From an optimization exercise on the open Yosys and OpenROAD flow, aimed at small area; shortcuts taken in it are not production practice. Only simulation tests tie the RTL to the original design; equivalence was not proved. Power and IR drop assume default switching activity.

File: config.mk
export PLATFORM = sky130hd
export DESIGN_NAME = top_freq_test
export DESIGN_NICKNAME = top_freq_test
export VERILOG_FILES = /design/flow/design.v
export SDC_FILE = /design/flow/constraint.sdc
export NUM_CORES = 4
export LEC_CHECK = 0
export CAP_MARGIN = 40
export CORE_MARGIN = 2
export CORE_UTILIZATION = 35
export SLEW_MARGIN = 40
File: constraint.sdc
create_clock -name core_clock -period 80.0 [get_ports {clk}]
set_input_delay 16.0000 -clock core_clock [delete_from_list [all_inputs] [get_ports {clk}]]
set_output_delay 16.0000 -clock core_clock [all_outputs]
set_load 0.01 [all_outputs]
File: design.v
module freq_detector(
    input             clk,
    input             rst_n,
    input             pulse_in,
    output reg [18:0] freq
);
reg d1, d2, d3;
always @(posedge clk or negedge rst_n) begin
    if (!rst_n) begin
        d1 <= 1'b0;
        d2 <= 1'b0;
        d3 <= 1'b0;
    end else begin
        d1 <= pulse_in;
        d2 <= d1;
        d3 <= d2;
    end
end
wire st1 = d1 & ~d2;    
wire st2 = d2 & ~d3;    
wire st0 = ~st1 & ~st2;
reg  [19:0] cnt;
wire        sat = &cnt[19:15];
wire [20:0] ic;                  
wire [19:0] cnt_inc;
assign ic[0] = st0 & ~sat;
genvar i;
generate
    for (i = 0; i < 20; i = i + 1) begin : g_inc
        assign cnt_inc[i] = cnt[i] ^ ic[i];
        assign ic[i+1]    = cnt[i] & ic[i];
    end
endgenerate
always @(posedge clk or negedge rst_n) begin
    if (!rst_n)
        cnt <= 20'd0;
    else if (st2)
        cnt <= 20'd2;
    else
        cnt <= cnt_inc;
end
wire lt67 = ~|cnt[19:7] & (~cnt[6] | (~|cnt[5:2] & ~(cnt[1] & cnt[0])));
reg  [6:0]  Q;
reg  [12:0] R;
wire [6:0]  Qg = st1 ? 7'd0 : Q;
wire [13:0] bw;                  
wire [12:0] rd;
assign bw[0] = 1'b0;
generate
    for (i = 0; i < 13; i = i + 1) begin : g_rd
        if (i < 7) begin : g_lo
            assign rd[i]   = R[i] ^ Qg[i] ^ bw[i];
            assign bw[i+1] = (~R[i] & Qg[i]) | (~R[i] & bw[i]) | (Qg[i] & bw[i]);
        end else begin : g_hi
            assign rd[i]   = R[i] ^ bw[i];
            assign bw[i+1] = ~R[i] & bw[i];
        end
    end
endgenerate
wire        neg = bw[13];
wire [13:0] ac;
wire [12:0] radj;
assign ac[0] = 1'b1;
generate
    for (i = 0; i < 13; i = i + 1) begin : g_ra
        assign radj[i] = rd[i] ^ cnt[i] ^ ac[i];
        assign ac[i+1] = (rd[i] & cnt[i]) | (rd[i] & ac[i]) | (cnt[i] & ac[i]);
    end
endgenerate
wire [7:0] qc;
wire [6:0] Qdec;
assign qc[0] = neg;
generate
    for (i = 0; i < 7; i = i + 1) begin : g_qd
        assign Qdec[i] = Q[i] ^ qc[i];
        assign qc[i+1] = ~Q[i] & qc[i];
    end
endgenerate
wire [6:0]  Qn = lt67 ? 7'd72  : Qdec;
wire [12:0] Rn = lt67 ? 13'd58 : (neg ? radj : rd);
always @(posedge clk) begin
    Q <= Qn;
    R <= Rn;
end
reg  [19:0] SR;       
reg  [7:0]  qs;       
wire [19:0] rin = st0 ? {7'd0, Rn} : SR;
wire        cin = ~st0;               
wire [3:0]  cb  = {st0, st0, 1'b0, st0};    
wire [19:0] ncnt = ~cnt;
wire [19:0] r0, r1, r2, r3;
wire [3:0]  qb;
div_row u_r0 (.p({rin, cb[3]}), .nd(ncnt), .cin(cin), .q(qb[3]), .r(r0));
div_row u_r1 (.p({r0,  cb[2]}), .nd(ncnt), .cin(cin), .q(qb[2]), .r(r1));
div_row u_r2 (.p({r1,  cb[1]}), .nd(ncnt), .cin(cin), .q(qb[1]), .r(r2));
div_row u_r3 (.p({r2,  cb[0]}), .nd(ncnt), .cin(cin), .q(qb[0]), .r(r3));
always @(posedge clk) begin
    SR <= r3;
    qs <= {qs[3:0], qb};
end
always @(posedge clk or negedge rst_n) begin
    if (!rst_n)
        freq <= 19'd0;
    else if (st2 & ~lt67)
        freq <= {Q, qs, qb};
end
endmodule
module div_row(
    input  [20:0] p,
    input  [19:0] nd,
    input         cin,
    output        q,
    output [19:0] r
);
wire [20:0] c;
wire [19:0] s;
assign c[0] = cin;
genvar i;
generate
    for (i = 0; i < 20; i = i + 1) begin : g_b
        assign s[i]   = p[i] ^ nd[i] ^ c[i];
        assign c[i+1] = (p[i] & nd[i]) | (p[i] & c[i]) | (nd[i] & c[i]);
    end
endgenerate
assign q = p[20] | c[20];
assign r = q ? s : p[19:0];
endmodule
module top_freq_test (
    input wire         clk        ,
    input wire         rst_n      ,
    input wire         pulse_sig_1,
    input wire         pulse_sig_2,
    input wire         pulse_sig_3,
    input wire         pulse_sig_4,
    output wire [19:0] freq_out_1 ,
    output wire [19:0] freq_out_2 ,
    output wire [19:0] freq_out_3 ,
    output wire [19:0] freq_out_4
);
assign freq_out_1[19] = 1'b0;
assign freq_out_2[19] = 1'b0;
assign freq_out_3[19] = 1'b0;
assign freq_out_4[19] = 1'b0;
freq_detector u_freq_detector_0 (.clk(clk), .rst_n(rst_n), .pulse_in(pulse_sig_1), .freq(freq_out_1[18:0]));
freq_detector u_freq_detector_1 (.clk(clk), .rst_n(rst_n), .pulse_in(pulse_sig_2), .freq(freq_out_2[18:0]));
freq_detector u_freq_detector_2 (.clk(clk), .rst_n(rst_n), .pulse_in(pulse_sig_3), .freq(freq_out_3[18:0]));
freq_detector u_freq_detector_3 (.clk(clk), .rst_n(rst_n), .pulse_in(pulse_sig_4), .freq(freq_out_4[18:0]));
endmodule
File: run.sh
#!/bin/bash
# synth_recipe.tcl (not shown) runs the flow's synth.tcl, then flattens the netlist and writes it again
# the make line also repeats each setting of config.mk as NAME=value (left out here)
make -C /OpenROAD-flow-scripts/flow DESIGN_CONFIG=/design/flow/config.mk WORK_HOME=/design/flow/orfs CLKGATE_MAP_FILE= SYNTH_SCRIPT=/design/flow/synth_recipe.tcl finish
==> results.py <==
metrics = {
    "status": {
        "status": "no timing/DRC/antenna violations",
    },
    "power_and_ir_drop": {
        "p_clk_frac": 0.227,
        "ir_worst_vdd_mv": 0.0186,
        "power_density_mw_per_mm2": 30.1,
        "p_sw_frac": 0.399,
        "pwr-share-comb": 0.536,
        "p_leak_nw": 12.8,
        "p_int_w": 0.000566,
        "p_sw_w": 0.000376,
        "fin_total_pwr_w": 0.000941,
        "pwr-share-seq": 0.237,
    },
    "logic_synthesis": {
        "yosys_warnings": 1,
        "async_reset_ff_frac": 0.467,
        "synth_edf_count": 0,
        "netlist_instances": 2698,
        "synth_seq_area_share": 0.289,
        "syn_avg_cell_area_um2": 10.3,
        "synth_area_mm2": 0.0278,
        "synth.ff_latch_count": 360,
        "synth_ff_type": "dfxtp_1",
        "synth_cell_type_count": 85,
    },
    "floorplan": {
        "die_w_um": 286,
        "design.portCount": 86,
        "fp-row-count": 103,
        "initial_core_util": 0.353,
        "core_mm2": 0.0789,
        "dieHeight_um": 286,
        "die_area_mm2": 0.0818,
    },
    "placed_design": {
        "dpl.hpwl_um": 51700,
        "io_buffer_count": 81,
        "dp_cells": 3747,
        "place_congestion": 0.856,
        "placed_cell_area_mm2": 0.0298,
    },
    "routing": {
        "ant_nets": 0,
        "route.detailed.drc": 0,
        "drtIter0Drc": 1114,
        "wl_per_cell_um": 18.3,
        "wl_um": 70100,
        "dr.pass1.iters": 5,
        "vias_per_cell": 5.18,
        "vias": 19800,
    },
    "grt": {
        "grt_pass1_wl_um": 117000,
        "grt_pass1_vias": 21200,
        "grt_overflow": 0,
        "grt_max_degree": 70,
        "grtUsageTotal": 0.177,
        "antenna_found_initial": 0,
    },
    "finish": {
        "fin_cells": 3831,
        "layout-drive-gt1-share": 0.0885,
        "syn_to_final_growth_pct": 12.5,
        "antennaDiodeCount": 0,
        "nets": 3262,
        "finalInstanceArea_mm2": 0.0313,
    },
    "timing": {
        "max_slew_margin": 0.439,
        "setup_viol": 0,
        "fin_setup_tns_ps": 0,
        "hold_viol": 0,
        "fmax_ghz": 0.0245,
        "worst_pin_slew_ps": 836,
        "rsz0062_at_grt": "no",
        "slew_viol_final": 0,
        "period_needed_ps": 40870,
        "fin_crit_sh": 0.511,
        "fin_skew_ps": 19.9,
    },
    "cts": {
        "cts.sinks": 360,
        "clockBufferDepth": 3,
        "ctsHoldBuffers": 0,
        "cts_resized": 0,
        "cts_tree": "yes",
        "postCtsSetupBuffers": 0,
        "clock_latency_ps": 600,
        "cts.clk_slew.worst_paths_ps": 60,
        "htreeDepth": 2,
        "cts_made_buffers": 45,
        "cts_root_buf": "clkbuf_16",
    },
    "setup_path": {
        "crit_slowest_cell": "nor4_2",
        "end_kind": "flop",
        "cpPeakStageDelay_ps": 790,
        "crit_top_cell": "fa_1",
        "r2r_start": "u_freq_detector_0.d2",
        "path_max_fanout": 20,
        "cp-start-kind": "flop",
        "cp.buffers_inverters": 14,
        "reg2reg_to": "u_freq_detector_0.SR[3]",
        "reg2reg_depth": 119,
        "reg2reg_slack_ps": 39130,
        "critPathTopFamily": "adder cells",
        "crit_arrival_ps": 41360,
        "cp.required_ps": 80490,
        "critPathKind": "reg -> reg",
    },
    "flow_run": {
        "drv_cap": 0,
    },
    "hold_path": {
        "hold_depth": 0,
        "hold_class": "reg -> reg",
        "min-delay-start": "u_freq_detector_3.qs[3]",
        "hold_end": "u_freq_detector_3.qs[7]",
    },
}
how the worst max path moves through the flow:
stage | depth (start not counted) | start | slack, ps | to
after floorplan | 122 | u_freq_detector_0.d2 | 41250 | u_freq_detector_0.SR[14]
after global placement | 113 | u_freq_detector_3.d2 | 39110 | u_freq_detector_3.SR[17]
after detailed placement | 119 | u_freq_detector_0.d2 | 39050 | u_freq_detector_0.SR[3]
after CTS | 119 | u_freq_detector_0.d2 | 38920 | u_freq_detector_0.SR[3]
after global routing | 119 | u_freq_detector_0.d2 | 37150 | u_freq_detector_0.SR[3]
final | 119 | u_freq_detector_0.d2 | 39130 | u_freq_detector_0.SR[3]
logic make-up after synthesis:
group,after synthesis,synth area share
AO/OA/AOI/OAI,508,0.128
XOR/XNOR,28,0.00881
adder cells (fa/ha/maj),512,0.327
buffers and inverters,394,0.0570
flip-flops,360,0.289
multiplexers,167,0.0626
other,1,0.000135
AND/OR/NAND/NOR,728,0.127
synth_stat cells, types with 22 or more instances:
cell,n,share of area
nor4_1,27,0.0061
buf_2,43,0.0077
nand2b_1,33,0.0074
a22oi_1,27,0.0073
o21ai_0,133,0.024
nor2_1,187,0.025
and2_1,110,0.025
nor3_1,49,0.0088
xnor2_1,22,0.0069
mux2i_1,111,0.040
nand3_1,31,0.0056
ha_1,152,0.068
dfxtp_1,192,0.14
dfrtp_1,168,0.15
clkbuf_1,69,0.0093
inv_1,253,0.034
a21oi_1,86,0.015
mux2_2,56,0.023
fa_1,360,0.26
nand2_1,199,0.027
layout make-up:
type | count | area, um2
Tap cell | 1050 | 1310
Inverter | 263 | 987
Multi-Input combinational cell | 1947 | 18300
Sequential cell | 360 | 8050
Clock inverter | 25 | 288
Timing Repair Buffer | 127 | 1170
Fill cell | 7764 | 47600
Clock buffer | 59 | 1260
metrics by stage:
step           setup slack (ps)   util  hold slack, ps
3_3_place_gp              39110  0.377             334
6_report                  39130  0.397             345
3_5_place_dp              39050  0.377             335
2_1_floorplan             41250      -             327
4_1_cts                   38920  0.397             348
5_1_grt                   37150  0.397             354
sequential cells by signal (all words and copies together), names as in the netlist, 20 cells and up:
signal and cells:
u_freq_detector_0.SR 20, u_freq_detector_0.cnt 20, u_freq_detector_1.SR 20, u_freq_detector_1.cnt 20
u_freq_detector_2.SR 20, u_freq_detector_2.cnt 20, u_freq_detector_3.SR 20, u_freq_detector_3.cnt 20
power by group through the flow:
stage               clock (W)  combinational [W]  sequential (W)
CTS                  0.000221           0.000506        0.000223
global placement            0           0.000496        0.000226
floorplan                   0           0.000397        0.000220
detailed placement          0           0.000501        0.000226
finish               0.000214           0.000505        0.000223
global route         0.000228           0.000581        0.000225
layout by cell type, fill, tap and decap left out, types with 110 or more instances in the layout:
cell and count:
mux2i_1 111, o21ai_0 133, inv_1 253, dfrtp_1 168
nor2_1 187, and2_1 110, ha_1 152, nand2_1 197
fa_1 359, dfxtp_1 192
layer usage:
metal	global-route usage	routed length [um]
met1	0.241	31500
met2	0.294	33400
met3	0.0234	3340
met4	0.0538	1790
met5	0	0

static timing again, ports no longer ideal:
The flow's constraints put no driver on any port. The routed layout listed below was extracted and timed again, unchanged, in two steps. Step 1 sets driving cells, clkbuf_16 on the clock port and buf_2 on the other inputs (assumed; they add their load-dependent delay and slew). Step 2 also shifts input and output timing later by t, the mid clock arrival at the registers, as if the neighbouring blocks saw the same clock. Slacks: ideal ports / drivers / drivers and shift; pairs: ideal ports / drivers.
shift t [ns]: 0.652
slack for setup (ns): 39.131 / 39.131 / 39.131
worst setup path at the end: register to register
After both steps this run still meets setup and hold. The setup slack of this run moves by 0.000 ns with the drivers and by 0.000 ns with both steps.
